This is an optimization exercise on Yosys and OpenROAD, whose aim is small area, not a production implementation. Only simulation tests tie the RTL to the original design; equivalence was not proved. Power figures rest on the tool's default switching activity, not on a simulated workload.

===== design.v =====
module top (
    input CLK,
    input RST,
    input IRDA,
    output DS_EN1, DS_EN2, DS_EN3, DS_EN4,
    output DS_A, DS_B, DS_C, DS_D, DS_E, DS_F, DS_G,
    output TXD
);
reg [11:0] dl;
reg [1:0] dj;
wire [11:0] dv = dl ^ 12'haaa;                  
wire dl_z = ~|dv[10:0];
wire dl_end = dv[11] & dl_z;
always @(posedge CLK) begin
    if (RST)
        dl <= 12'haaa;
    else
        dl <= {~dl[10:0], dv[11] ^ dv[5] ^ dv[3] ^ dv[0] ^ dl_z};
    if (RST)
        dj <= 2'b00;
    else if (dl_end)
        dj <= {dj[0], ~dj[1]};
end
assign DS_EN4 = ~(dj == 2'b00);
assign DS_EN3 = ~(dj == 2'b01);
assign DS_EN2 = ~(dj == 2'b11);
assign DS_EN1 = ~(dj == 2'b10);
assign {DS_A, DS_B, DS_C, DS_D, DS_E, DS_F, DS_G} = 7'b1111110;
reg ir_in, pulse;
always @(posedge CLK)
    if (RST) begin
        ir_in <= 1'b0;
        pulse <= 1'b0;
    end else begin
        ir_in <= ~IRDA;
        pulse <= ir_in;
    end
wire ir_edge = ir_in ^ pulse;
reg [5:0]  cr;
reg [14:0] cq;
wire cr_last = ~cr[5] & cr[4] & ~cr[1] & cr[0];
wire cr_25   = cr[4] & ~cr[3] & ~cr[1];
wire wrap = cr_25 &
            cq[14] & cq[12] & cq[8] & cq[7] & cq[6] &  
            cq[5] & cq[3] & cq[1] & cq[0];
wire cq_clr = RST | ir_edge | wrap;
wire cr_clr = cq_clr | cr_last;
always @(posedge CLK)
    if (cr_clr)
        cr <= 6'b101010;
    else
        cr <= {~cr[4:0], cr[5] ^ cr[0]};
always @(posedge CLK)
    if (cq_clr)
        cq <= 15'd0;
    else if (cr_last)
        cq <= cq + 15'd1;
reg [14:0] dur;
always @(posedge CLK)
    if (ir_edge)
        dur <= cq;
reg [3:0] b;
reg [3:0] c;
reg [2:0] char_cnt;
reg [4:0] ch;
wire [6:0] data;
wire idle = ~b[3] & ~b[1] & b[0];
wire c_lo7 = c[2] & c[1] & c[0];
wire load = idle & c_lo7;                         
wire bit_end = c[3] & c[0];                       
wire start = idle & c[3];
wire msg = |char_cnt;
wire adv = load & msg;
wire [7:0] tx_bits = {1'b0, data};
assign TXD = b[3] ? tx_bits[b[2:0]] : ~b[1];
always @(posedge CLK) begin
    if (RST | bit_end | start)
        c[2:0] <= 3'd0;
    else
        c[2:0] <= c[2:0] + 3'd1;
    if (RST | bit_end | start)
        c[3] <= 1'b0;
    else
        c[3] <= c[3] | (c_lo7 & (~idle | msg));
end
always @(posedge CLK)
    if (RST)
        b <= 4'd1;
    else if (start)
        b <= 4'd7;
    else if (bit_end)
        b <= b + 4'd1;
always @(posedge CLK)
    if (RST)
        char_cnt <= 3'd0;
    else if (adv)
        char_cnt <= char_cnt + 3'd1;
    else if (ir_edge)
        char_cnt <= 3'd1;
wire [1:0] k = char_cnt[1:0];
wire [3:0] n = k == 2'd2 ? {1'b0, dur[14:12]} :
               k == 2'd3 ? dur[11:8] :
               k == 2'd0 ? dur[7:4] : dur[3:0];
wire hex = char_cnt[2] ^ char_cnt[1];             
wire sign = ~char_cnt[2];                          
wire [4:0] nch = hex ? {1'b1, n} : {3'b000, sign, sign ? pulse : ~char_cnt[0]};
always @(posedge CLK)
    if (load)
        ch <= nch;
wire ch_hex = ch[4];
wire [3:0] cn = ch[3:0];
wire ge10 = cn[3] & (cn[2] | cn[1]);
wire ch_sign = ch[1];
wire ch_v = ch[0];
assign data[6] = ch_hex & ge10;
assign data[5] = ch_hex | ch_sign;
assign data[4] = ch_hex & ~ge10;
assign data[3] = ~ch_hex | (cn[3] & ~ge10);
assign data[2] = ch_hex ? cn[2] ^ (ge10 & ~cn[1] & ~cn[0]) : ch_v;
assign data[1] = ch_hex ? cn[1] ^ (ge10 & ~cn[0]) : ~ch_v;
assign data[0] = ch_hex ? cn[0] ^ ge10 : ch_sign | ch_v;
endmodule

===== flow/run.sh =====
#!/bin/bash
# Own layout flow: the standard ORFS flow with two changes.
#  1. Synthesis: ORFS's synth.tcl without the extract_fa pass, and ABC run
#     with an area-oriented script (flow/abc.script) instead of the speed one.
#     Registers are mapped before ABC exactly as in the standard synthesis.
#  2. CTS: TritonCTS with clkbuf_4 only and no dummy loads.
#  3. Port buffers are buf_1 (the smallest buffer) instead of the resizer's pick.
# Every tool's output goes to a log file in this folder.
set -euo pipefail
W=$PWD
mkdir -p "$W/own"
sed -e '/^ *extract_fa /d' \
    -e 's|log_cmd abc {\*}\$abc_args|log_cmd abc {*}[lreplace $abc_args 1 1 $::env(OWN_ABC_SCRIPT)]|' \
    "$FLOW_HOME/scripts/synth.tcl" > "$W/own/synth_orfs.tcl"
grep -q 'OWN_ABC_SCRIPT' "$W/own/synth_orfs.tcl"
if grep -q '^ *extract_fa ' "$W/own/synth_orfs.tcl"; then exit 1; fi
export OWN_SYNTH_TCL="$W/own/synth_orfs.tcl"
export OWN_ABC_SCRIPT="$W/flow/abc.script"
make -C "$FLOW_HOME" DESIGN_CONFIG="$W/config.mk" WORK_HOME="$W/orfs" CLKGATE_MAP_FILE= \
    SYNTH_SCRIPT="$W/flow/synth.tcl" ABC_AREA=1 \
    BUFFER_PORTS_ARGS="-buffer_cell sky130_fd_sc_hd__buf_1" \
    CTS_ARGS="-sink_clustering_enable -repair_clock_nets -buf_list sky130_fd_sc_hd__clkbuf_4 -dont_use_dummy_load" \
    finish > "$W/make.log" 2>&1
R="$W/orfs/results/$FLOW_PLATFORM/top/base"
: # left out here: write the final layout as DEF

===== flow/abc.script =====
strash
dc2
&get -n
&st
&dch -f
&nf -a -F 20 -A 20 -E 100
&put

===== flow/synth.tcl =====
proc synth {args} { yosys synth -nofsm -noshare {*}$args }
source $::env(OWN_SYNTH_TCL)
# left out here: clear keep_hierarchy, flatten, clean up, hide names made inside functions, write 1_2_yosys.v

===== standard.sh =====
#!/bin/bash
# synth_recipe.tcl (not shown) runs the flow's synth.tcl, then flattens the netlist and writes it again
# the make line also repeats each setting of config.mk as NAME=value (left out here)
make -C /OpenROAD-flow-scripts/flow DESIGN_CONFIG=/design/flow/config.mk WORK_HOME=/design/flow/orfs CLKGATE_MAP_FILE= SYNTH_SCRIPT=/design/flow/synth_recipe.tcl "${@:-finish}"

===== config.mk =====
export PLATFORM = sky130hd
export DESIGN_NAME = top
export DESIGN_NICKNAME = top
export VERILOG_FILES = /design/flow/design.v
export SDC_FILE = /design/flow/constraint.sdc
export NUM_CORES = 4
export LEC_CHECK = 0
export CAP_MARGIN = 20
export CORE_MARGIN = 2
export CORE_UTILIZATION = 60
export PLACE_DENSITY = 0.75
export SLEW_MARGIN = 20

===== constraint.sdc =====
create_clock -name core_clock -period 20.0 [get_ports {CLK}]
set_input_delay 4.0000 -clock core_clock [delete_from_list [all_inputs] [get_ports {CLK}]]
set_output_delay 4.0000 -clock core_clock [all_outputs]
set_load 0.01 [all_outputs]

==> results of run 1 <==
==> worst paths after layout <==
check / from / end / slack (ns) / depth (start not counted)
min: cr[2]$_SDFF_PP0_ / cr[3]$_SDFF_PP1_ / 0.38 / 1
max: ch[1]$_DFFE_PP_ / TXD / 13.81 / 7
min reg2reg: cr[2]$_SDFF_PP0_ / cr[3]$_SDFF_PP1_ / 0.38 / 1
max reg2reg: cr[4]$_SDFF_PP0_ / cq[13]$_SDFFE_PP0P_ / 17.80 / 7
==> metrics by stage <==
| step | std cells | hold slack (ns) | utilization, % | instance area (um^2) | worst slack, ns |
|---|---|---|---|---|---|
| floorplan | 248 | 0.343 | - | 2630 | 14.45 |
| global placement | 301 | 0.347 | 65.8 | 2690 | 14.29 |
| detailed placement | 301 | 0.360 | 65.8 | 2690 | 14.23 |
| CTS | 310 | 0.377 | 67.5 | 2760 | 13.78 |
| global route | 310 | 0.390 | 67.5 | 2760 | 13.58 |
| finish | 310 | 0.376 | 67.5 | 2760 | 13.81 |
==> power by group <==
group          total, mW  switching, mW  internal (mW)
combinational     0.0106        0.00634        0.00425
clock             0.0596         0.0387         0.0209
sequential         0.148        0.00238          0.145
==> layout by cell type (no fill, tap or decap), types with 4 or more instances in the layout <==
cell type and instances:
dfxtp_1 48, nor2_1 37, edfxtp_1 20, a21oi_1 17
nand2_1 15, nand2b_1 10, clkbuf_4 9, a211oi_1 8
xor2_1 7, nor3_1 7, conb_1 7, buf_1 7
xnor2_1 5, nand3_1 4, a22oi_1 4, a31oi_1 4
==> logic make-up after synthesis <==
| logic type | after synthesis | synth area share [%] |
|---|---|---|
| XOR/XNOR | 12 | 4.02 |
| flip-flops | 68 | 59.8 |
| AND/OR/NAND/NOR | 97 | 18.9 |
| AO/OA/AOI/OAI | 56 | 14.9 |
| other | 2 | 0.287 |
| buffers and inverters | 8 | 2.16 |
==> worst reg2reg max path, cell delays in order, from the launching register on <==
cell      delay (ns)
dfxtp_1         0.36
nor4bb_1        0.27
buf_4           0.18
and4_1          0.28
and4_1          0.33
and4_1          0.36
a21oi_1         0.10
a311oi_1        0.23
==> sequential cells by signal, summed over array words and instances, names as in the netlist <==
name      cells
cr            6
pulse         1
cq           15
dur          15
ch            5
c             4
char_cnt      3
dl           12
ir_in         1
dj            2
b             4
==> layout make-up <==
cell class	count	area, um^2
inverters	1	3.75
multi-input cells	172	1010
clock buffers	9	67.6
well taps	50	62.6
fillers	319	1330
repair buffers	10	48.8
flip-flops and latches	68	1560
==> per-layer routing <==
| metal | GRT usage (%) | routed length, um |
|---|---|---|
| met5 | 0 | 0 |
| met4 | 10.0 | 68 |
| met3 | 6.06 | 127 |
| met2 | 28.5 | 1870 |
| met1 | 23.5 | 2020 |
==> impl_metrics.prom, run 1 <==
# TYPE chip_impl_metric gauge
chip_impl_metric{name="worstPathRequired",unit="ns"} 16.00
chip_impl_metric{name="timing.max_slew.rel_slack",unit="%"} 56.6
chip_impl_metric{name="drt_pre_antenna_iters",unit=""} 4
chip_impl_info{name="ys_top_cells_by_count",value="48 x dfxtp_1, 37 x nor2_1, 20 x edfxtp_1, 17 x a21oi_1, 15 x nand2_1"} 1
chip_impl_metric{name="vdd.ir_drop.worst",unit="mV"} 0.0579
chip_impl_metric{name="wire_length_of_the_first_global_routing_pass",unit="mm"} 7.14
chip_impl_metric{name="vias",unit=""} 1753
chip_impl_metric{name="yosysWarningCount",unit=""} 1
chip_impl_metric{name="grt_antenna_before_repair",unit=""} 0
chip_impl_metric{name="synthCells",unit=""} 243
chip_impl_metric{name="clkSinkCount",unit=""} 68
chip_impl_metric{name="tns",unit="ns"} 0
chip_impl_metric{name="routed_wl",unit="mm"} 4.08
chip_impl_metric{name="nets",unit=""} 265
chip_impl_metric{name="num_antenna_cells",unit=""} 0
chip_impl_metric{name="timing.critical_path.slowest_cell_delay",unit="ns"} 0.45
chip_impl_metric{name="cts_inserted_buffers",unit=""} 9
chip_impl_metric{name="hold_viol",unit=""} 0
chip_impl_info{name="critPathSlowestCell",value="edfxtp_1"} 1
chip_impl_metric{name="die-height",unit="um"} 70.0
chip_impl_info{name="critPathKind",value="register to primary output"} 1
chip_impl_metric{name="drive_gt1_share",unit="%"} 4.62
chip_impl_metric{name="via_count_of_the_first_global_routing_pass",unit=""} 1673
chip_impl_metric{name="dp.final_hpwl",unit="mm"} 2.83
chip_impl_metric{name="synthArstFlopShare",unit="%"} 0
chip_impl_metric{name="clk_pin_slew",unit="ns"} 0.09
chip_impl_metric{name="gp_routability_congestion",unit=""} 0.794
chip_impl_metric{name="cp_num_buf_inv",unit=""} 1
chip_impl_info{name="crit_path_end_kind",value="primary output"} 1
chip_impl_info{name="grt_setup_unrepaired",value="false"} 1
chip_impl_info{name="yosys-top-cells-area",value="dfxtp_1 37%, edfxtp_1 23%, nor2_1 5.3%, a21oi_1 3.3%, nand2b_1 2.4%"} 1
chip_impl_metric{name="cts.repair.resized",unit=""} 0
chip_impl_metric{name="fmax",unit="MHz"} 162
chip_impl_metric{name="postCtsSetupRepairBufs",unit=""} 0
chip_impl_metric{name="tightest_slew",unit="ns"} 0.650
chip_impl_metric{name="critical_path_data_arrival_time",unit="ns"} 2.19
chip_impl_metric{name="power_density",unit="nW/um^2"} 79.0
chip_impl_metric{name="holdBufCountCts",unit=""} 0
chip_impl_metric{name="boundaryPins",unit=""} 15
chip_impl_metric{name="core_area",unit="um^2"} 4090
chip_impl_metric{name="htree_num_levels",unit=""} 3
chip_impl_metric{name="cts_max_path_buffers",unit=""} 2
chip_impl_metric{name="number_of_synthesized_flops_with_an_enable_pin",unit=""} 20
chip_impl_metric{name="grt_util_all_layers",unit="%"} 18.7
chip_impl_metric{name="path_max_fanout",unit=""} 6
chip_impl_info{name="clockRootBuffer",value="clkbuf_4"} 1
chip_impl_info{name="hp_class",value="register to register"} 1
chip_impl_info{name="clock_tree_from_tritoncts",value="done"} 1
chip_impl_metric{name="worstSkewPairLatency",unit="ns"} 0.38
chip_impl_metric{name="postRouteAntennaNets",unit=""} 0
chip_impl_metric{name="post-synth-top-area-fraction",unit="%"} 36.8
chip_impl_metric{name="setup_failing_eps_final",unit=""} 0
chip_impl_info{name="cp_top_family",value="compound AO/OA/AOI/OAI gates"} 1
chip_impl_metric{name="grt.overflow.total",unit=""} 0
chip_impl_metric{name="fin_total_pwr",unit="mW"} 0.218
chip_impl_metric{name="syn-cell-area",unit="um^2"} 2610
chip_impl_metric{name="synth.lib_cells_used.distinct",unit=""} 40
chip_impl_metric{name="remaining_drcs",unit=""} 0
chip_impl_metric{name="post_synth.cell_area_avg",unit="um^2"} 10.8
chip_impl_metric{name="synth_seq_cells",unit=""} 68
chip_impl_metric{name="synth.yosys.seq_area_share",unit="%"} 59.8
chip_impl_metric{name="fin_crit_sh",unit="%"} 31.0
chip_impl_metric{name="finalMaxSlewViolations",unit=""} 0
chip_impl_metric{name="die_area",unit="um^2"} 4900
chip_impl_metric{name="initial_utilization",unit="%"} 63.9
chip_impl_metric{name="chipWidth",unit="um"} 70.0
chip_impl_metric{name="wire_per_inst",unit="um"} 13.2
chip_impl_metric{name="post_drt_via_cell_ratio",unit=""} 5.65
chip_impl_info{name="library_cell_occupying_the_most_area_in_the_post_synthesis_netlist",value="dfxtp_1"} 1
chip_impl_metric{name="worst_clock_skew",unit="ns"} 0.0115
chip_impl_info{name="top_count_cell_post_synth",value="dfxtp_1"} 1
chip_impl_metric{name="cap_violations",unit=""} 0
chip_impl_metric{name="post-route-min-period",unit="ns"} 6.19
chip_impl_info{name="run_status",value="finished clean"} 1
chip_impl_metric{name="power.static_leakage",unit="nW"} 1.01
chip_impl_metric{name="area_delta_synth_final",unit="%"} 5.56
chip_impl_info{name="synth_ff_type",value="dfxtp_1"} 1
chip_impl_metric{name="buffer_ports.inserted",unit=""} 7
chip_impl_metric{name="grt_start_max_net_pins",unit=""} 24
chip_impl_metric{name="initialDrtViolationCount",unit=""} 89
chip_impl_info{name="path_cells",value="o21ai_0 -> a21oi_1 -> xor2_1 -> a221oi_1 -> a311o_1 -> a31o_1 -> buf_1"} 1
chip_impl_metric{name="total_number_of_placement_rows",unit=""} 23
chip_impl_info{name="critical_path.startpoint_type",value="register"} 1
==> run 2: changes to the inputs <==
--- a/design.v
+++ b/design.v
@@ -36,41 +36,54 @@
         pulse <= ir_in;
     end
 wire ir_edge = ir_in ^ pulse;
+reg [2:0] char_cnt;
+wire load, adv;
 reg [5:0]  cr;
-reg [14:0] cq;
+reg [3:0]  cl;                  
+reg [10:0] cu;                  
+reg [3:0]  dl4;                 
 wire cr_last = ~cr[5] & cr[4] & ~cr[1] & cr[0];
 wire cr_25   = cr[4] & ~cr[3] & ~cr[1];
-wire wrap = cr_25 &
-            cq[14] & cq[12] & cq[8] & cq[7] & cq[6] &  
-            cq[5] & cq[3] & cq[1] & cq[0];
-wire cq_clr = RST | ir_edge | wrap;
-wire cr_clr = cq_clr | cr_last;
+wire wrap = cr_25 &                                     
+            cu[10] & cu[8] & cu[4] & cu[3] & cu[2] & cu[1] &
+            cl[3] & cl[1] & cl[0];
+wire cr_clr = RST | ir_edge | wrap | cr_last;
 always @(posedge CLK)
     if (cr_clr)
         cr <= 6'b101010;
     else
         cr <= {~cr[4:0], cr[5] ^ cr[0]};
+wire win = (char_cnt != 3'd0) & (~char_cnt[2] | (char_cnt[1:0] == 2'd0));
+wire cl_clr = RST | ir_edge | wrap;
 always @(posedge CLK)
-    if (cq_clr)
-        cq <= 15'd0;
+    if (cl_clr)
+        cl <= 4'd0;
     else if (cr_last)
-        cq <= cq + 15'd1;
-reg [14:0] dur;
+        cl <= cl + 4'd1;
+always @(posedge CLK)
+    if (RST)
+        cu <= 11'd0;
+    else if (ir_edge) begin
+        if (win | adv)
+            cu <= 11'd0;
+    end else if (wrap | (load & (char_cnt == 3'd4)))
+        cu <= 11'd0;
+    else if (cr_last & (&cl))
+        cu <= cu + 11'd1;
 always @(posedge CLK)
     if (ir_edge)
-        dur <= cq;
+        dl4 <= cl;
 reg [3:0] b;
 reg [3:0] c;
-reg [2:0] char_cnt;
 reg [4:0] ch;
 wire [6:0] data;
 wire idle = ~b[3] & ~b[1] & b[0];
 wire c_lo7 = c[2] & c[1] & c[0];
-wire load = idle & c_lo7;                         
+assign load = idle & c_lo7;                         
 wire bit_end = c[3] & c[0];                       
 wire start = idle & c[3];
 wire msg = |char_cnt;
-wire adv = load & msg;
+assign adv = load & msg;
 wire [7:0] tx_bits = {1'b0, data};
 assign TXD = b[3] ? tx_bits[b[2:0]] : ~b[1];
 always @(posedge CLK) begin
@@ -98,9 +111,9 @@
     else if (ir_edge)
         char_cnt <= 3'd1;
 wire [1:0] k = char_cnt[1:0];
-wire [3:0] n = k == 2'd2 ? {1'b0, dur[14:12]} :
-               k == 2'd3 ? dur[11:8] :
-               k == 2'd0 ? dur[7:4] : dur[3:0];
+wire [3:0] n = k == 2'd2 ? {1'b0, cu[10:8]} :
+               k == 2'd3 ? cu[7:4] :
+               k == 2'd0 ? cu[3:0] : dl4;
 wire hex = char_cnt[2] ^ char_cnt[1];             
 wire sign = ~char_cnt[2];                          
 wire [4:0] nch = hex ? {1'b1, n} : {3'b000, sign, sign ? pulse : ~char_cnt[0]};
--- a/flow/run.sh
+++ b/flow/run.sh
@@ -1,5 +1,5 @@
 #!/bin/bash
-# Own layout flow: the standard ORFS flow with two changes.
+# Own layout flow: the standard ORFS flow with three changes.
 #  1. Synthesis: ORFS's synth.tcl without the extract_fa pass, and ABC run
 #     with an area-oriented script (flow/abc.script) instead of the speed one.
 #     Registers are mapped before ABC exactly as in the standard synthesis.
==> impl_metrics.prom, run 2 <==
# TYPE chip_impl_metric gauge
chip_impl_info{name="run_status",value="finished clean"} 1
chip_impl_metric{name="routed_wl",unit="mm"} 4.07
chip_impl_metric{name="post-route-min-period",unit="ns"} 6.10
chip_impl_metric{name="numPlacedInstances",unit=""} 306
chip_impl_metric{name="worst_clock_skew",unit="ns"} 0.0209
chip_impl_info{name="yosys-top-cells-area",value="dfxtp_1 41%, edfxtp_1 11%, nor2_1 4.9%, a21oi_1 4.9%, nand2b_1 3.5%"} 1
chip_impl_info{name="ys_top_cells_by_count",value="48 x dfxtp_1, 31 x nor2_1, 23 x a21oi_1, 21 x nand2_1, 13 x nand2b_1"} 1
chip_impl_info{name="layout_commonest_cell",value="dfxtp_1"} 1
chip_impl_metric{name="htree_num_levels",unit=""} 3
chip_impl_metric{name="die-height",unit="um"} 66.7
chip_impl_metric{name="grt_antenna_before_repair",unit=""} 0
chip_impl_metric{name="wire_length_of_the_first_global_routing_pass",unit="mm"} 6.65
chip_impl_metric{name="total_number_of_placement_rows",unit=""} 22
chip_impl_metric{name="synthArstFlopShare",unit="%"} 0
chip_impl_metric{name="chipWidth",unit="um"} 66.7
chip_impl_info{name="reg2reg_from",value="cr[0]$_SDFF_PP0_"} 1
chip_impl_info{name="final_cell_mix",value="48 x dfxtp_1, 31 x nor2_1, 23 x a21oi_1, 21 x nand2_1, 13 x nand2b_1"} 1
chip_impl_metric{name="power_density",unit="nW/um^2"} 74.7
chip_impl_info{name="hp_class",value="register to register"} 1
chip_impl_metric{name="gp_routability_congestion",unit=""} 0.777
chip_impl_metric{name="initial_utilization",unit="%"} 63.4
chip_impl_metric{name="yosysWarningCount",unit=""} 1
chip_impl_metric{name="power.static_leakage",unit="nW"} 0.880
chip_impl_metric{name="via_count_of_the_first_global_routing_pass",unit=""} 1553
chip_impl_metric{name="initialDrtViolationCount",unit=""} 57
chip_impl_metric{name="synthCells",unit=""} 251
chip_impl_info{name="top_count_cell_post_synth",value="dfxtp_1"} 1
chip_impl_metric{name="nets",unit=""} 272
chip_impl_metric{name="clkSinkCount",unit=""} 57
chip_impl_metric{name="critical_path_data_arrival_time",unit="ns"} 2.10
chip_impl_metric{name="clk_pin_slew",unit="ns"} 0.07
chip_impl_metric{name="wire_per_inst",unit="um"} 12.9
chip_impl_metric{name="largest_reg_flops",unit=""} 12
chip_impl_metric{name="timing.max_slew.rel_slack",unit="%"} 53.0
chip_impl_metric{name="fmax",unit="MHz"} 164
chip_impl_metric{name="synth.yosys.seq_area_share",unit="%"} 52.2
chip_impl_metric{name="hold_viol",unit=""} 0
chip_impl_metric{name="vdd.ir_drop.worst",unit="mV"} 0.0539
chip_impl_metric{name="num_antenna_cells",unit=""} 0
chip_impl_metric{name="syn-cell-area",unit="um^2"} 2360
chip_impl_info{name="synth_ff_type",value="dfxtp_1"} 1
chip_impl_metric{name="die_area",unit="um^2"} 4450
chip_impl_metric{name="boundaryPins",unit=""} 15
chip_impl_metric{name="area_delta_synth_final",unit="%"} 5.73
chip_impl_metric{name="cts_max_path_buffers",unit=""} 2
chip_impl_info{name="timing.critical_path.to",value="TXD"} 1
chip_impl_metric{name="holdBufCountCts",unit=""} 0
chip_impl_metric{name="vias",unit=""} 1810
chip_impl_metric{name="tightest_slew",unit="ns"} 0.696
chip_impl_metric{name="cap_violations",unit=""} 0
chip_impl_metric{name="grt_start_max_net_pins",unit=""} 28
chip_impl_metric{name="postCtsSetupRepairBufs",unit=""} 0
chip_impl_metric{name="grt.overflow.total",unit=""} 0
chip_impl_metric{name="drt_pre_antenna_iters",unit=""} 4
chip_impl_metric{name="dp.final_hpwl",unit="mm"} 2.88
chip_impl_metric{name="layout.cell_area.non_filler",unit="um^2"} 2490
chip_impl_metric{name="drive_gt1_share",unit="%"} 4.12
chip_impl_metric{name="setup_failing_eps_final",unit=""} 0
chip_impl_metric{name="worstSkewPairLatency",unit="ns"} 0.39
chip_impl_metric{name="final-instance-count-excl-fill",unit=""} 315
chip_impl_info{name="library_cell_occupying_the_most_area_in_the_post_synthesis_netlist",value="dfxtp_1"} 1
chip_impl_metric{name="cts.repair.resized",unit=""} 0
chip_impl_info{name="max_flop_register",value="dl"} 1
chip_impl_metric{name="path_max_fanout",unit=""} 6
chip_impl_info{name="launch_point_of_the_worst_path",value="ch[1]$_DFFE_PP_"} 1
chip_impl_metric{name="post_drt_via_cell_ratio",unit=""} 5.75
chip_impl_metric{name="core_area",unit="um^2"} 3720
chip_impl_metric{name="post-synth-top-area-fraction",unit="%"} 40.8
chip_impl_metric{name="number_of_synthesized_flops_with_an_enable_pin",unit=""} 9
chip_impl_metric{name="remaining_drcs",unit=""} 0
chip_impl_metric{name="worst-r2r-cell-count",unit=""} 8
chip_impl_info{name="critical_path.startpoint_type",value="register"} 1
chip_impl_metric{name="synth.lib_cells_used.distinct",unit=""} 42
chip_impl_metric{name="tns",unit="ns"} 0
chip_impl_metric{name="postRouteAntennaNets",unit=""} 0
chip_impl_info{name="endpoint_of_the_worst_register_to_register_path",value="cu[10]$_SDFFE_PP0P_"} 1
chip_impl_metric{name="finalMaxSlewViolations",unit=""} 0
chip_impl_metric{name="cts_inserted_buffers",unit=""} 9
chip_impl_metric{name="setup.reg_to_reg.worst_slack",unit="ns"} 17.04
chip_impl_metric{name="worst_hold_slack",unit="ns"} 0.366
chip_impl_metric{name="grt_util_all_layers",unit="%"} 20.7
chip_impl_info{name="largestRegisters",value="dl: 12 flops, cu: 11 flops, cr: 6 flops"} 1
chip_impl_metric{name="synth_seq_cells",unit=""} 57
chip_impl_metric{name="fin_crit_sh",unit="%"} 30.5
chip_impl_info{name="crit_path_end_kind",value="primary output"} 1
chip_impl_info{name="clockRootBuffer",value="clkbuf_4"} 1
chip_impl_metric{name="post_synth.cell_area_avg",unit="um^2"} 9.39
chip_impl_info{name="grt_setup_unrepaired",value="false"} 1
chip_impl_info{name="critPathKind",value="register to primary output"} 1
chip_impl_metric{name="placed_cell_area",unit="um^2"} 2420
chip_impl_metric{name="buffer_ports.inserted",unit=""} 7
chip_impl_metric{name="worstPathRequired",unit="ns"} 16.00
chip_impl_info{name="clock_tree_from_tritoncts",value="done"} 1
[run 2: cell count changes after synthesis, moves of 4 or more]
cell | previous run | this run
nand2_1 | 15 | 21
nor2_1 | 37 | 31
o21ai_0 | 3 | 11
edfxtp_1 | 20 | 9
nor3_1 | 7 | 11
a21oi_1 | 17 | 23
[run 2: power breakdown]
group	total, mW	switching, mW	leakage, nW	internal [mW]
logic	0.0106	0.00642	0.361	0.00418
clock network	0.0550	0.0342	0.0414	0.0208
registers	0.121	0.00193	0.478	0.119
[run 2: cell families after synthesis]
kind of cell | Yosys count | synth area share [%]
AND/OR/NAND/NOR | 108 | 23.7
AO/OA/AOI/OAI | 61 | 16.2
flip-flops | 57 | 52.2
XOR/XNOR | 12 | 4.46
buffers and inverters | 10 | 2.71
other | 2 | 0.319
multiplexers | 1 | 0.425
[run 2: worst min path at each step]
stage | end | slack, ns | cells after the start | start
2_1_floorplan | cr[3]$_SDFF_PP1_ | 0.34 | 1 | cr[2]$_SDFF_PP0_
3_3_place_gp | cr[3]$_SDFF_PP1_ | 0.35 | 1 | cr[2]$_SDFF_PP0_
3_5_place_dp | cr[3]$_SDFF_PP1_ | 0.35 | 1 | cr[2]$_SDFF_PP0_
4_1_cts | cr[3]$_SDFF_PP1_ | 0.37 | 1 | cr[2]$_SDFF_PP0_
5_1_grt | cr[3]$_SDFF_PP1_ | 0.40 | 1 | cr[2]$_SDFF_PP0_
6_report | cr[3]$_SDFF_PP1_ | 0.37 | 1 | cr[2]$_SDFF_PP0_
[run 2: through the flow]
step | power (mW) | utilization, % | setup WS (ns)
finish | 0.186 | 67.1 | 13.90
global route | 0.195 | 67.1 | 13.67
CTS | 0.188 | 67.1 | 13.88
detailed placement | 0.134 | 65.3 | 14.30
global placement | 0.134 | 65.3 | 14.38
floorplan | 0.132 | - | 14.51
[run 2: worst max-delay path, stage by stage, from the launching register on]
cell      delay (ns)
edfxtp_1        0.43
o21ai_0         0.15
a21oi_1         0.27
o21ai_0         0.13
a21oi_1         0.14
a211oi_1        0.06
o311ai_0        0.29
o21ai_0         0.12
buf_1           0.14
[run 2: routing by layer]
metal  share of wire [%]  vias to the layer above  track usage [%]
li1                    -                      932                -
met3                 3.1                       10             7.60
met5                   0                        -                0
met2                  44                       28             32.3
met4                 2.4                        0             11.5
met1                  50                      840             24.8
[run 2: final cells by class]
class / count / area (um^2)
clock buffers: 9 / 67.6
fillers: 303 / 1220
inverters: 3 / 11.3
multi-input cells: 189 / 1080
flip-flops and latches: 57 / 1230
well taps: 48 / 60.1
repair buffers: 9 / 41.3
==> run 3: changes to the inputs <==
--- a/flow/run.sh
+++ b/flow/run.sh
@@ -18,7 +18,7 @@
 export OWN_ABC_SCRIPT="$W/flow/abc.script"
 make -C "$FLOW_HOME" DESIGN_CONFIG="$W/config.mk" WORK_HOME="$W/orfs" CLKGATE_MAP_FILE= \
     SYNTH_SCRIPT="$W/flow/synth.tcl" ABC_AREA=1 \
-    BUFFER_PORTS_ARGS="-buffer_cell sky130_fd_sc_hd__buf_1" \
+    SKIP_REPAIR_TIE_FANOUT=1 BUFFER_PORTS_ARGS="-buffer_cell sky130_fd_sc_hd__buf_1" \
     CTS_ARGS="-sink_clustering_enable -repair_clock_nets -buf_list sky130_fd_sc_hd__clkbuf_4 -dont_use_dummy_load" \
     finish > "$W/make.log" 2>&1
 R="$W/orfs/results/$FLOW_PLATFORM/top/base"
==> impl_metrics.prom, run 3 <==
# TYPE chip_impl_metric gauge
chip_impl_info{name="run_status",value="finished clean"} 1
chip_impl_info{name="top_count_cell_post_synth",value="dfxtp_1"} 1
chip_impl_metric{name="hold_depth",unit=""} 1
chip_impl_info{name="grt_setup_unrepaired",value="false"} 1
chip_impl_metric{name="clk_pin_slew",unit="ns"} 0.07
chip_impl_metric{name="post-synth-top-area-fraction",unit="%"} 40.8
chip_impl_metric{name="power_density",unit="nW/um^2"} 75.1
chip_impl_metric{name="dp.final_hpwl",unit="mm"} 2.76
chip_impl_metric{name="area_delta_synth_final",unit="%"} 4.94
chip_impl_metric{name="drt_pre_antenna_iters",unit=""} 4
chip_impl_metric{name="vdd.ir_drop.worst",unit="mV"} 0.0440
chip_impl_metric{name="gp_routability_congestion",unit=""} 0.773
chip_impl_info{name="final_cell_mix",value="48 x dfxtp_1, 31 x nor2_1, 23 x a21oi_1, 21 x nand2_1, 13 x nand2b_1"} 1
chip_impl_info{name="launch_point_of_the_worst_path",value="ch[1]$_DFFE_PP_"} 1
chip_impl_metric{name="largest_reg_flops",unit=""} 12
chip_impl_info{name="synth_ff_type",value="dfxtp_1"} 1
chip_impl_info{name="largestRegisters",value="dl: 12 flops, cu: 11 flops, cr: 6 flops"} 1
chip_impl_metric{name="dp_worst_setup_slack",unit="ns"} 14.23
chip_impl_metric{name="finalMaxSlewViolations",unit=""} 0
chip_impl_metric{name="cts_inserted_buffers",unit=""} 9
chip_impl_metric{name="setup.reg_to_reg.worst_slack",unit="ns"} 17.03
chip_impl_info{name="ys_top_cells_by_count",value="48 x dfxtp_1, 31 x nor2_1, 23 x a21oi_1, 21 x nand2_1, 13 x nand2b_1"} 1
chip_impl_metric{name="grt_util_all_layers",unit="%"} 21.4
chip_impl_metric{name="cts_max_path_buffers",unit=""} 2
chip_impl_metric{name="via_count_of_the_first_global_routing_pass",unit=""} 1650
chip_impl_metric{name="nets",unit=""} 267
chip_impl_metric{name="power.share.sequential",unit="%"} 65.0
chip_impl_metric{name="synth.yosys.seq_area_share",unit="%"} 52.2
chip_impl_info{name="clockRootBuffer",value="clkbuf_4"} 1
chip_impl_metric{name="number_of_synthesized_flops_with_an_enable_pin",unit=""} 9
chip_impl_metric{name="clkSinkCount",unit=""} 57
chip_impl_metric{name="cap_violations",unit=""} 0
chip_impl_metric{name="boundaryPins",unit=""} 15
chip_impl_metric{name="fin_crit_sh",unit="%"} 30.8
chip_impl_info{name="critPathKind",value="register to primary output"} 1
chip_impl_metric{name="p_comb_share",unit="%"} 5.7
chip_impl_metric{name="buffer_ports.inserted",unit=""} 7
chip_impl_metric{name="synthCells",unit=""} 251
chip_impl_metric{name="htree_num_levels",unit=""} 3
chip_impl_metric{name="critical_path_data_arrival_time",unit="ns"} 2.16
chip_impl_metric{name="num_antenna_cells",unit=""} 0
chip_impl_info{name="critical_path.startpoint_type",value="register"} 1
chip_impl_metric{name="initialDrtViolationCount",unit=""} 90
chip_impl_info{name="layout_commonest_cell",value="dfxtp_1"} 1
chip_impl_metric{name="fmax",unit="MHz"} 162
chip_impl_metric{name="initial_utilization",unit="%"} 63.4
chip_impl_metric{name="worstSkewPairLatency",unit="ns"} 0.38
chip_impl_metric{name="worstPathRequired",unit="ns"} 16.00
chip_impl_metric{name="worst-r2r-cell-count",unit=""} 8
chip_impl_metric{name="tns",unit="ns"} 0
chip_impl_metric{name="wire_per_inst",unit="um"} 12.7
chip_impl_metric{name="post_synth.cell_area_avg",unit="um^2"} 9.39
chip_impl_metric{name="die-height",unit="um"} 66.7
chip_impl_metric{name="chipWidth",unit="um"} 66.7
chip_impl_metric{name="setup_failing_eps_final",unit=""} 0
chip_impl_metric{name="sw_frac_of_total",unit="%"} 22.6
chip_impl_metric{name="yosysWarningCount",unit=""} 1
chip_impl_metric{name="core_area",unit="um^2"} 3720
chip_impl_info{name="crit_path_end_kind",value="primary output"} 1
chip_impl_metric{name="filler_cell_count",unit=""} 320
chip_impl_info{name="hp_class",value="register to register"} 1
chip_impl_metric{name="die_area",unit="um^2"} 4450
chip_impl_metric{name="synth.lib_cells_used.distinct",unit=""} 42
chip_impl_metric{name="timing.max_slew.rel_slack",unit="%"} 49.3
chip_impl_info{name="yosys-top-cells-area",value="dfxtp_1 41%, edfxtp_1 11%, nor2_1 4.9%, a21oi_1 4.9%, nand2b_1 3.5%"} 1
chip_impl_metric{name="drive_gt1_share",unit="%"} 4.20
chip_impl_metric{name="area.sequential",unit="um^2"} 1230
chip_impl_metric{name="worst_slack",unit="ns"} 13.84
chip_impl_metric{name="grt_antenna_before_repair",unit=""} 0
chip_impl_metric{name="dr_wl_met3",unit="um"} 138
chip_impl_info{name="reg2reg_from",value="cr[0]$_SDFF_PP0_"} 1
chip_impl_metric{name="worst_hold_slack",unit="ns"} 0.385
chip_impl_metric{name="synth_seq_cells",unit=""} 57
chip_impl_metric{name="holdBufCountCts",unit=""} 0
chip_impl_metric{name="multi_input_comb_area",unit="um^2"} 1060
chip_impl_info{name="clock_tree_from_tritoncts",value="done"} 1
chip_impl_info{name="library_cell_occupying_the_most_area_in_the_post_synthesis_netlist",value="dfxtp_1"} 1
chip_impl_metric{name="routed_wl",unit="mm"} 3.95
chip_impl_metric{name="tightest_slew",unit="ns"} 0.750
chip_impl_info{name="timing.critical_path.to",value="TXD"} 1
chip_impl_metric{name="power.static_leakage",unit="nW"} 0.864
chip_impl_metric{name="postCtsSetupRepairBufs",unit=""} 0
chip_impl_info{name="max_flop_register",value="dl"} 1
chip_impl_metric{name="internal-power",unit="mW"} 0.144
chip_impl_metric{name="remaining_drcs",unit=""} 0
chip_impl_metric{name="post_drt_via_cell_ratio",unit=""} 5.69
chip_impl_metric{name="grt_start_max_net_pins",unit=""} 28
chip_impl_metric{name="post-route-min-period",unit="ns"} 6.16
chip_impl_metric{name="worst_clock_skew",unit="ns"} 0.0183
chip_impl_metric{name="wl_met1",unit="mm"} 2.07
chip_impl_metric{name="wire_length_of_the_first_global_routing_pass",unit="mm"} 7.02
chip_impl_metric{name="cts.repair.resized",unit=""} 0
chip_impl_metric{name="power.clock.fraction",unit="%"} 29.3
chip_impl_info{name="routed.top_layer",value="met4"} 1
chip_impl_metric{name="power.switching",unit="mW"} 0.0420
chip_impl_metric{name="grt.overflow.total",unit=""} 0
chip_impl_metric{name="total_number_of_placement_rows",unit=""} 22
chip_impl_info{name="endpoint_of_the_worst_register_to_register_path",value="cu[10]$_SDFFE_PP0P_"} 1
chip_impl_metric{name="route.met2.wl",unit="mm"} 1.69
chip_impl_metric{name="synthArstFlopShare",unit="%"} 0
chip_impl_metric{name="syn-cell-area",unit="um^2"} 2360
chip_impl_metric{name="final_core_utilization",unit="%"} 66.6
chip_impl_metric{name="postRouteAntennaNets",unit=""} 0
chip_impl_metric{name="hold_viol",unit=""} 0
chip_impl_metric{name="vias",unit=""} 1765
chip_impl_metric{name="path_max_fanout",unit=""} 6
run 3: cell counts after synthesis:
No cell type changed its count.
run 3: area by class of cell:
class	count	share of cell area, %
Sequential cell	57	49.8
Multi-Input combinational cell	184	42.9
Clock buffer	9	2.73
Tap cell	48	2.43
Timing Repair Buffer	9	1.67
Inverter	3	0.455
run 3: through the flow:
stage	instance area [um^2]	power, mW	instances
floorplan	2360	0.132	251
global placement	2410	0.134	301
detailed placement	2410	0.134	301
CTS	2470	0.188	310
global route	2470	0.194	310
finish	2470	0.186	310
run 3: kinds of logic (layout without fill, tap and decap cells):
group / count (synthesis) / after routing / share of synthesized area (%)
buf+inv: 10 / 21 / 2.71
other cells: 2 / 2 / 0.319
mux: 1 / 1 / 0.425
flops: 57 / 57 / 52.2
xor+xnor: 12 / 12 / 4.46
compound gates: 61 / 61 / 16.2
simple gates: 108 / 108 / 23.7
run 3: critical path: stages, from the launching register on:
cell and delay (ns):
edfxtp_1 0.42, o21ai_0 0.14, a21oi_1 0.29, o21ai_0 0.15
a21oi_1 0.14, a211oi_1 0.06, o311ai_0 0.31, o21ai_0 0.14
buf_1 0.14
run 3: per-layer routing:
layer | GRT usage [%] | vias up
li1 | - | 930
met4 | 12.8 | 0
met1 | 28.1 | 797
met5 | 0 | -
met3 | 5.57 | 7
met2 | 31.6 | 31
run 3: power by group through the flow:
stage	Sequential (mW)	Combinational [mW]	Clock, mW
floorplan	0.123	0.00918	0
global placement	0.123	0.0105	0
detailed placement	0.123	0.0106	0
CTS	0.121	0.0107	0.0562
global route	0.121	0.0122	0.0611
finish	0.121	0.0106	0.0544
run 3: how the worst min path moves through the flow:
stage,start,endpoint
3_3_place_gp,cr[2]$_SDFF_PP0_,cr[3]$_SDFF_PP1_
3_5_place_dp,cr[2]$_SDFF_PP0_,cr[3]$_SDFF_PP1_
5_1_grt,cr[2]$_SDFF_PP0_,cr[3]$_SDFF_PP1_
2_1_floorplan,cr[2]$_SDFF_PP0_,cr[3]$_SDFF_PP1_
4_1_cts,cr[2]$_SDFF_PP0_,cr[3]$_SDFF_PP1_
6_report,cr[2]$_SDFF_PP0_,cr[3]$_SDFF_PP1_
==> run 4: changes to the inputs <==
--- a/config.mk
+++ b/config.mk
@@ -7,6 +7,6 @@
 export LEC_CHECK = 0
 export CAP_MARGIN = 20
 export CORE_MARGIN = 2
-export CORE_UTILIZATION = 60
-export PLACE_DENSITY = 0.75
+export CORE_UTILIZATION = 75
+export PLACE_DENSITY = 0.9
 export SLEW_MARGIN = 20
==> impl_metrics.prom, run 4 <==
# TYPE chip_impl_metric gauge
chip_impl_metric{name="worstPathRequired",unit="ns"} 16.00
chip_impl_metric{name="grt_antenna_before_repair",unit=""} 0
chip_impl_metric{name="hold_depth",unit=""} 1
chip_impl_info{name="yosys-top-cells-area",value="dfxtp_1 41%, edfxtp_1 11%, nor2_1 4.9%, a21oi_1 4.9%, nand2b_1 3.5%"} 1
chip_impl_metric{name="cts_inserted_buffers",unit=""} 9
chip_impl_metric{name="tightest_slew",unit="ns"} 0.688
chip_impl_metric{name="drt_pre_antenna_iters",unit=""} 5
chip_impl_metric{name="die-height",unit="um"} 60.1
chip_impl_metric{name="power.clock.fraction",unit="%"} 29.1
chip_impl_metric{name="synth.yosys.seq_area_share",unit="%"} 52.2
chip_impl_metric{name="total_number_of_placement_rows",unit=""} 20
chip_impl_info{name="critical_path.startpoint_type",value="register"} 1
chip_impl_info{name="ys_top_cells_by_count",value="48 x dfxtp_1, 31 x nor2_1, 23 x a21oi_1, 21 x nand2_1, 13 x nand2b_1"} 1
chip_impl_metric{name="wire_per_inst",unit="um"} 13.3
chip_impl_metric{name="holdBufCountCts",unit=""} 0
chip_impl_metric{name="finalMaxSlewViolations",unit=""} 0
chip_impl_metric{name="nets",unit=""} 267
chip_impl_metric{name="grt_start_max_net_pins",unit=""} 28
chip_impl_metric{name="setup.reg_to_reg.worst_slack",unit="ns"} 17.03
chip_impl_info{name="endpoint_of_the_worst_register_to_register_path",value="cu[9]$_SDFFE_PP0P_"} 1
chip_impl_info{name="cp_top_family",value="compound AO/OA/AOI/OAI gates"} 1
chip_impl_metric{name="wire_length_of_the_first_global_routing_pass",unit="mm"} 6.56
chip_impl_info{name="clockRootBuffer",value="clkbuf_4"} 1
chip_impl_metric{name="vias",unit=""} 1823
chip_impl_metric{name="fmax",unit="MHz"} 163
chip_impl_info{name="final_cell_mix",value="48 x dfxtp_1, 31 x nor2_1, 23 x a21oi_1, 21 x nand2_1, 13 x nand2b_1"} 1
chip_impl_metric{name="gp_routability_congestion",unit=""} 0.808
chip_impl_metric{name="fin_crit_sh",unit="%"} 30.8
chip_impl_metric{name="grt.overflow.total",unit=""} 0
chip_impl_metric{name="postRouteAntennaNets",unit=""} 0
chip_impl_metric{name="cap_violations",unit=""} 0
chip_impl_metric{name="placed_cell_area",unit="um^2"} 2400
chip_impl_metric{name="synth_seq_cells",unit=""} 57
chip_impl_metric{name="critical_path_data_arrival_time",unit="ns"} 2.15
chip_impl_metric{name="synthCells",unit=""} 251
chip_impl_metric{name="remaining_drcs",unit=""} 0
chip_impl_info{name="crit_path_end_kind",value="primary output"} 1
chip_impl_info{name="synth_ff_type",value="dfxtp_1"} 1
chip_impl_info{name="hold_path_startpoint",value="cr[2]$_SDFF_PP0_"} 1
chip_impl_metric{name="timing.max_slew.rel_slack",unit="%"} 53.5
chip_impl_info{name="cell_type_with_the_highest_occurrence_count_on_the_critical_path",value="o21ai_0"} 1
chip_impl_metric{name="die_area",unit="um^2"} 3610
chip_impl_metric{name="vdd.ir_drop.worst",unit="mV"} 0.0616
chip_impl_metric{name="number_of_synthesized_flops_with_an_enable_pin",unit=""} 9
chip_impl_info{name="launch_point_of_the_worst_path",value="ch[1]$_DFFE_PP_"} 1
chip_impl_metric{name="yosysWarningCount",unit=""} 1
chip_impl_metric{name="hold_viol",unit=""} 0
chip_impl_metric{name="power_density",unit="nW/um^2"} 75.0
chip_impl_metric{name="grt_util_all_layers",unit="%"} 25.9
chip_impl_metric{name="numPlacedInstances",unit=""} 297
chip_impl_info{name="min_delay_worst_endpoint",value="cr[3]$_SDFF_PP1_"} 1
chip_impl_metric{name="postCtsSetupRepairBufs",unit=""} 0
chip_impl_metric{name="post-route-min-period",unit="ns"} 6.15
chip_impl_info{name="hp_class",value="register to register"} 1
chip_impl_info{name="largestRegisters",value="dl: 12 flops, cu: 11 flops, cr: 6 flops"} 1
chip_impl_metric{name="area_delta_synth_final",unit="%"} 4.72
chip_impl_metric{name="worstSkewPairLatency",unit="ns"} 0.39
chip_impl_metric{name="path_max_fanout",unit=""} 6
chip_impl_metric{name="synthArstFlopShare",unit="%"} 0
chip_impl_info{name="run_status",value="finished clean"} 1
chip_impl_metric{name="synth.lib_cells_used.distinct",unit=""} 42
chip_impl_metric{name="fin_total_pwr",unit="mW"} 0.185
chip_impl_metric{name="global_route.usage.met2",unit="%"} 41.3
chip_impl_metric{name="post_drt_via_cell_ratio",unit=""} 5.96
chip_impl_metric{name="initial_utilization",unit="%"} 77.9
chip_impl_info{name="critPathKind",value="register to primary output"} 1
chip_impl_metric{name="filler_cell_count",unit=""} 189
chip_impl_metric{name="grt.met1_usage",unit="%"} 28.7
chip_impl_metric{name="final-instance-count-excl-fill",unit=""} 306
chip_impl_metric{name="worst_slack",unit="ns"} 13.85
chip_impl_metric{name="drive_gt1_share",unit="%"} 4.20
chip_impl_metric{name="cts_max_path_buffers",unit=""} 2
chip_impl_metric{name="routed_wl",unit="mm"} 4.06
chip_impl_metric{name="initialDrtViolationCount",unit=""} 94
chip_impl_info{name="clock_tree_from_tritoncts",value="done"} 1
chip_impl_metric{name="dp_worst_setup_slack",unit="ns"} 14.27
chip_impl_info{name="critPathSlowestCell",value="edfxtp_1"} 1
chip_impl_metric{name="power.share.sequential",unit="%"} 65.2
chip_impl_metric{name="post_synth.cell_area_avg",unit="um^2"} 9.39
chip_impl_metric{name="layout.cell_area.non_filler",unit="um^2"} 2470
chip_impl_metric{name="met3_usage",unit="%"} 11.3
chip_impl_metric{name="timing.critical_path.slowest_cell_delay",unit="ns"} 0.43
chip_impl_metric{name="power.switching",unit="mW"} 0.0414
chip_impl_metric{name="clk_pin_slew",unit="ns"} 0.10
chip_impl_metric{name="worst-r2r-cell-count",unit=""} 8
chip_impl_metric{name="clkSinkCount",unit=""} 57
chip_impl_metric{name="buffer_ports.inserted",unit=""} 7
chip_impl_metric{name="num_antenna_cells",unit=""} 0
chip_impl_info{name="layout_commonest_cell",value="dfxtp_1"} 1
chip_impl_metric{name="worst_clock_skew",unit="ns"} 0.0277
chip_impl_metric{name="post-synth-top-area-fraction",unit="%"} 40.8
chip_impl_info{name="max_flop_register",value="dl"} 1
chip_impl_info{name="path_cells",value="o21ai_0 -> a21oi_1 -> o21ai_0 -> a21oi_1 -> a211oi_1 -> o311ai_0 -> o21ai_0 -> buf_1"} 1
chip_impl_metric{name="dp.final_hpwl",unit="mm"} 2.87
chip_impl_metric{name="core_area",unit="um^2"} 3030
chip_impl_metric{name="internal-power",unit="mW"} 0.144
chip_impl_metric{name="chipWidth",unit="um"} 60.1
chip_impl_metric{name="tns",unit="ns"} 0
chip_impl_metric{name="power.static_leakage",unit="nW"} 0.864
chip_impl_info{name="library_cell_occupying_the_most_area_in_the_post_synthesis_netlist",value="dfxtp_1"} 1
chip_impl_metric{name="cp_num_buf_inv",unit=""} 1
chip_impl_metric{name="boundaryPins",unit=""} 15
chip_impl_info{name="globalRoute.busiestLayer",value="met2"} 1
chip_impl_metric{name="sw_frac_of_total",unit="%"} 22.3
chip_impl_metric{name="syn-cell-area",unit="um^2"} 2360
chip_impl_info{name="top_count_cell_post_synth",value="dfxtp_1"} 1
chip_impl_metric{name="p_comb_share",unit="%"} 5.7
chip_impl_info{name="grt_setup_unrepaired",value="false"} 1
chip_impl_metric{name="via_count_of_the_first_global_routing_pass",unit=""} 1569
chip_impl_metric{name="largest_reg_flops",unit=""} 12
chip_impl_metric{name="htree_num_levels",unit=""} 3
chip_impl_metric{name="setup_failing_eps_final",unit=""} 0
chip_impl_metric{name="cts.repair.resized",unit=""} 0
chip_impl_info{name="reg2reg_from",value="cr[0]$_SDFF_PP0_"} 1
-- run 4: logic make-up after synthesis --
logic type	count (synthesis)	share of synthesized area (%)
AND/OR/NAND/NOR	108	23.7
AO/OA/AOI/OAI	61	16.2
flip-flops	57	52.2
XOR/XNOR	12	4.46
buffers and inverters	10	2.71
other	2	0.319
multiplexers	1	0.425
-- run 4: metrics by stage --
| stage | util [%] | hold WS, ns |
|---|---|---|
| 4_1_cts | 81.5 | 0.388 |
| 2_1_floorplan | - | 0.343 |
| 3_5_place_dp | 79.3 | 0.365 |
| 6_report | 81.5 | 0.384 |
| 5_1_grt | 81.5 | 0.405 |
| 3_3_place_gp | 79.3 | 0.347 |
-- run 4: layout make-up --
type                            count  area, um^2  area share (%)
Sequential cell                    57        1230            49.9
Multi-Input combinational cell    184        1060            43.0
Clock buffer                        9        67.6            2.74
Tap cell                           44        55.1            2.23
Timing Repair Buffer                9        41.3            1.67
Inverter                            3        11.3           0.456
-- run 4: worst max path at each step --
| stage | to | slack (ns) | cells after the start |
|---|---|---|---|
| floorplan | TXD | 14.51 | 7 |
| global placement | TXD | 14.38 | 8 |
| detailed placement | TXD | 14.27 | 8 |
| CTS | TXD | 13.85 | 8 |
| global route | TXD | 13.64 | 8 |
| finish | TXD | 13.85 | 8 |
-- run 4: layer usage --
layer | part of all wire (%) | wire (um) | up-vias
met2 | 47 | 1890 | 45
met5 | 0 | 0 | -
met3 | 5.4 | 219 | 6
li1 | - | - | 933
met1 | 45 | 1840 | 839
met4 | 2.6 | 106 | 0
-- run 4: power groups by stage --
stage	combinational, mW	clock [mW]	sequential (mW)
final	0.0105	0.0539	0.121
after global routing	0.0120	0.0596	0.121
after CTS	0.0105	0.0560	0.121
after detailed placement	0.0105	0	0.123
after global placement	0.0103	0	0.123
after floorplan	0.00918	0	0.123
==> run 5: changes to the inputs <==
==> config.mk (replaced) <==
export PLATFORM = sky130hd
export DESIGN_NAME = top
export DESIGN_NICKNAME = top
export VERILOG_FILES = /design/flow/design.v
export SDC_FILE = /design/flow/constraint.sdc
export NUM_CORES = 4
export LEC_CHECK = 0
export CAP_MARGIN = 10
export CORE_MARGIN = 2
export CORE_UTILIZATION = 60
export PLACE_DENSITY = 0.75
export SLEW_MARGIN = 10
==> impl_metrics.prom, run 5 <==
# TYPE chip_impl_metric gauge
chip_impl_info{name="reg2reg_from",value="cr[0]$_SDFF_PP0_"} 1
chip_impl_metric{name="postCtsSetupRepairBufs",unit=""} 0
chip_impl_info{name="timing.critical_path.to",value="TXD"} 1
chip_impl_metric{name="post_synth_xor_area_fraction",unit="%"} 4.46
chip_impl_metric{name="worst_clock_skew",unit="ns"} 0.0183
chip_impl_metric{name="worst_hold_slack",unit="ns"} 0.385
chip_impl_metric{name="timing.critical_path.slowest_cell_delay",unit="ns"} 0.42
chip_impl_metric{name="worstSetupPathDepth",unit=""} 8
chip_impl_info{name="yosys-top-cells-area",value="dfxtp_1 41%, edfxtp_1 11%, nor2_1 4.9%, a21oi_1 4.9%, nand2b_1 3.5%"} 1
chip_impl_metric{name="vias",unit=""} 1765
chip_impl_metric{name="dp.final_hpwl",unit="mm"} 2.76
chip_impl_metric{name="synth.lib_cells_used.distinct",unit=""} 42
chip_impl_metric{name="clk_pin_slew",unit="ns"} 0.07
chip_impl_metric{name="cp_num_buf_inv",unit=""} 1
chip_impl_metric{name="largest_reg_flops",unit=""} 12
chip_impl_metric{name="power.static_leakage",unit="nW"} 0.864
chip_impl_info{name="clockRootBuffer",value="clkbuf_4"} 1
chip_impl_metric{name="yosysWarningCount",unit=""} 1
chip_impl_metric{name="initialDrtViolationCount",unit=""} 90
chip_impl_metric{name="post-synth-top-area-fraction",unit="%"} 40.8
chip_impl_metric{name="filler_cell_count",unit=""} 320
chip_impl_metric{name="grt_antenna_before_repair",unit=""} 0
chip_impl_metric{name="die_area",unit="um^2"} 4450
chip_impl_metric{name="wire_length_of_the_first_global_routing_pass",unit="mm"} 7.02
chip_impl_metric{name="layout.cell_area.non_filler",unit="um^2"} 2470
chip_impl_info{name="run_status",value="finished clean"} 1
chip_impl_info{name="dominant_combinational_cell_family_by_area_after_synthesis",value="simple AND/OR/NAND/NOR gates"} 1
chip_impl_metric{name="synth-simple-area-share",unit="%"} 23.7
chip_impl_metric{name="internal-power",unit="mW"} 0.144
chip_impl_metric{name="die-height",unit="um"} 66.7
chip_impl_metric{name="fmax",unit="MHz"} 162
chip_impl_metric{name="core_area",unit="um^2"} 3720
chip_impl_info{name="largestRegisters",value="dl: 12 flops, cu: 11 flops, cr: 6 flops"} 1
chip_impl_metric{name="worst-r2r-cell-count",unit=""} 8
chip_impl_metric{name="synth_compound_area_share",unit="%"} 16.2
chip_impl_metric{name="sw_frac_of_total",unit="%"} 22.6
chip_impl_metric{name="holdBufCountCts",unit=""} 0
chip_impl_metric{name="routed_wl",unit="mm"} 3.95
chip_impl_info{name="cp_top_family",value="compound AO/OA/AOI/OAI gates"} 1
chip_impl_metric{name="yosys-mux-area-fraction",unit="%"} 0.425
chip_impl_metric{name="fin_total_pwr",unit="mW"} 0.186
chip_impl_metric{name="fin_crit_sh",unit="%"} 30.8
chip_impl_metric{name="remaining_drcs",unit=""} 0
chip_impl_info{name="synth_ff_type",value="dfxtp_1"} 1
chip_impl_metric{name="synth_adder_area_share",unit="%"} 0
chip_impl_metric{name="syn-cell-area",unit="um^2"} 2360
chip_impl_info{name="ys_top_cells_by_count",value="48 x dfxtp_1, 31 x nor2_1, 23 x a21oi_1, 21 x nand2_1, 13 x nand2b_1"} 1
chip_impl_metric{name="cts_max_path_buffers",unit=""} 2
chip_impl_metric{name="post_synth.cell_area_avg",unit="um^2"} 9.39
chip_impl_metric{name="path_max_fanout",unit=""} 6
chip_impl_metric{name="area_delta_synth_final",unit="%"} 4.94
chip_impl_metric{name="cts_inserted_buffers",unit=""} 9
chip_impl_metric{name="number_of_synthesized_flops_with_an_enable_pin",unit=""} 9
chip_impl_metric{name="total_number_of_placement_rows",unit=""} 22
chip_impl_metric{name="chipWidth",unit="um"} 66.7
chip_impl_metric{name="tns",unit="ns"} 0
chip_impl_metric{name="initial_utilization",unit="%"} 63.4
chip_impl_metric{name="power.share.sequential",unit="%"} 65.0
chip_impl_metric{name="postRouteAntennaNets",unit=""} 0
chip_impl_metric{name="final_core_utilization",unit="%"} 66.6
chip_impl_metric{name="drt_pre_antenna_iters",unit=""} 4
chip_impl_metric{name="p_comb_share",unit="%"} 5.7
chip_impl_metric{name="num_antenna_cells",unit=""} 0
chip_impl_metric{name="final-instance-count-excl-fill",unit=""} 310
chip_impl_metric{name="dp_worst_setup_slack",unit="ns"} 14.23
chip_impl_metric{name="numPlacedInstances",unit=""} 301
chip_impl_info{name="hp_class",value="register to register"} 1
chip_impl_metric{name="timing.max_slew.rel_slack",unit="%"} 49.3
chip_impl_metric{name="power.switching",unit="mW"} 0.0420
chip_impl_metric{name="nets",unit=""} 267
chip_impl_metric{name="power_density",unit="nW/um^2"} 75.1
chip_impl_metric{name="synth_seq_cells",unit=""} 57
chip_impl_metric{name="setup.reg_to_reg.worst_slack",unit="ns"} 17.03
chip_impl_info{name="endpoint_of_the_worst_register_to_register_path",value="cu[10]$_SDFFE_PP0P_"} 1
chip_impl_metric{name="htree_num_levels",unit=""} 3
chip_impl_info{name="grt_setup_unrepaired",value="false"} 1
chip_impl_metric{name="boundaryPins",unit=""} 15
chip_impl_metric{name="post-route-min-period",unit="ns"} 6.16
chip_impl_metric{name="gp_routability_congestion",unit=""} 0.773
chip_impl_info{name="critPathKind",value="register to primary output"} 1
chip_impl_metric{name="power.clock.fraction",unit="%"} 29.3
chip_impl_metric{name="grt_start_max_net_pins",unit=""} 28
chip_impl_info{name="top_count_cell_post_synth",value="dfxtp_1"} 1
chip_impl_metric{name="worstSkewPairLatency",unit="ns"} 0.38
chip_impl_info{name="library_cell_occupying_the_most_area_in_the_post_synthesis_netlist",value="dfxtp_1"} 1
chip_impl_metric{name="drive_gt1_share",unit="%"} 4.20
chip_impl_metric{name="worst_slack",unit="ns"} 13.84
chip_impl_info{name="launch_point_of_the_worst_path",value="ch[1]$_DFFE_PP_"} 1
chip_impl_metric{name="clkSinkCount",unit=""} 57
chip_impl_info{name="path_cells",value="o21ai_0 -> a21oi_1 -> o21ai_0 -> a21oi_1 -> a211oi_1 -> o311ai_0 -> o21ai_0 -> buf_1"} 1
chip_impl_metric{name="cap_violations",unit=""} 0
chip_impl_metric{name="buffer_ports.inserted",unit=""} 7
chip_impl_info{name="cell_type_with_the_highest_occurrence_count_on_the_critical_path",value="o21ai_0"} 1
chip_impl_info{name="critical_path.startpoint_type",value="register"} 1
chip_impl_metric{name="grt_util_all_layers",unit="%"} 21.4
chip_impl_info{name="final_cell_mix",value="48 x dfxtp_1, 31 x nor2_1, 23 x a21oi_1, 21 x nand2_1, 13 x nand2b_1"} 1
chip_impl_metric{name="post_drt_via_cell_ratio",unit=""} 5.69
chip_impl_info{name="crit_path_end_kind",value="primary output"} 1
chip_impl_metric{name="vdd.ir_drop.worst",unit="mV"} 0.0440
chip_impl_metric{name="wire_per_inst",unit="um"} 12.7
chip_impl_metric{name="critical_path_data_arrival_time",unit="ns"} 2.16
chip_impl_metric{name="tightest_slew",unit="ns"} 0.750
chip_impl_metric{name="hold_viol",unit=""} 0
chip_impl_metric{name="grt.overflow.total",unit=""} 0
chip_impl_metric{name="placed_cell_area",unit="um^2"} 2410
chip_impl_metric{name="cts.repair.resized",unit=""} 0
chip_impl_metric{name="worstPathRequired",unit="ns"} 16.00
chip_impl_metric{name="setup_failing_eps_final",unit=""} 0
chip_impl_metric{name="via_count_of_the_first_global_routing_pass",unit=""} 1650
chip_impl_info{name="max_flop_register",value="dl"} 1
chip_impl_info{name="clock_tree_from_tritoncts",value="done"} 1
chip_impl_metric{name="finalMaxSlewViolations",unit=""} 0
chip_impl_metric{name="synth.yosys.seq_area_share",unit="%"} 52.2
chip_impl_info{name="critPathSlowestCell",value="edfxtp_1"} 1
chip_impl_metric{name="synthCells",unit=""} 251
chip_impl_metric{name="synthArstFlopShare",unit="%"} 0
chip_impl_info{name="layout_commonest_cell",value="dfxtp_1"} 1
## run 5: cell counts in the layout (fill, tap and decap cells not counted)
No cell type changed its count.
## run 5: layer usage
layer  global-route usage [%]  part of all wire [%]  vias to the layer above
met2                     31.6                    43                       31
met1                     28.1                    52                      797
met3                     5.57                   3.5                        7
met5                        0                     0                        -
li1                         -                     -                      930
met4                     12.8                   1.4                        0
## run 5: power groups by stage
stage	sequential, mW	combinational, mW	clock [mW]
3_3_place_gp	0.123	0.0105	0
2_1_floorplan	0.123	0.00918	0
6_report	0.121	0.0106	0.0544
5_1_grt	0.121	0.0122	0.0611
4_1_cts	0.121	0.0107	0.0562
3_5_place_dp	0.123	0.0106	0
## run 5: worst register-to-register path, cell delays in order, from the launching register on
cell and delay (ns):
dfxtp_1 0.36, nor4bb_1 0.68, and4_1 0.35, o311ai_0 0.23
a2111oi_0 0.46, buf_4 0.21, and4_1 0.32, and4_1 0.22
nor3_1 0.05
## run 5: cell type report
| class | instances | area, um^2 | share of cell area (%) |
|---|---|---|---|
| tap | 48 | 60.1 | 2.43 |
| timing repair buffer | 9 | 41.3 | 1.67 |
| inverter | 3 | 11.3 | 0.455 |
| clock buffer | 9 | 67.6 | 2.73 |
| sequential | 57 | 1230 | 49.8 |
| multi-input combinational | 184 | 1060 | 42.9 |
## run 5: worst min path at each step
stage,from,to,slack (ns),cells after the start
after detailed placement,cr[2]$_SDFF_PP0_,cr[3]$_SDFF_PP1_,0.36,1
after global routing,cr[2]$_SDFF_PP0_,cr[3]$_SDFF_PP1_,0.40,1
after global placement,cr[2]$_SDFF_PP0_,cr[3]$_SDFF_PP1_,0.35,1
after CTS,cr[2]$_SDFF_PP0_,cr[3]$_SDFF_PP1_,0.39,1
final,cr[2]$_SDFF_PP0_,cr[3]$_SDFF_PP1_,0.39,1
after floorplan,cr[2]$_SDFF_PP0_,cr[3]$_SDFF_PP1_,0.34,1
## run 5: logic make-up after synthesis
group           count (synthesis)
buf+inv                        10
simple gates                  108
xor+xnor                       12
mux                             1
compound gates                 61
flops                          57
other cells                     2

==> port drivers added, routing unchanged <==
No port has a modelled driver above. Below, the same layouts with a new extraction and two added sets of constraints. Step 1 assumes that a clkbuf_16 drives the clock port and a buf_2 every other input. Step 2 adds t to the input delays and takes it off the output delays; t is the mean of the earliest and latest rising clock arrival at the registers after step 1. Input paths then give back, and output paths get back, about the clock's delay inside the block. a / b / c = no drivers / after step 1 / after step 2; a / b = the first two.
run | t, ns | slack for setup (ns) | latest minus earliest clock arrival (ns)
run 1 | 0.401 | 13.809 / 13.787 / 14.188 | 0.011 / 0.012
run 2 | 0.397 | 13.904 / 13.882 / 14.280 | 0.021 / 0.021
run 3 | 0.394 | 13.844 / 13.818 / 14.212 | 0.018 / 0.019
run 4 | 0.403 | 13.848 / 13.822 / 14.226 | 0.028 / 0.027
run 5 | 0.394 | 13.844 / 13.818 / 14.212 | 0.018 / 0.019
After both steps every run listed still meets setup and hold.
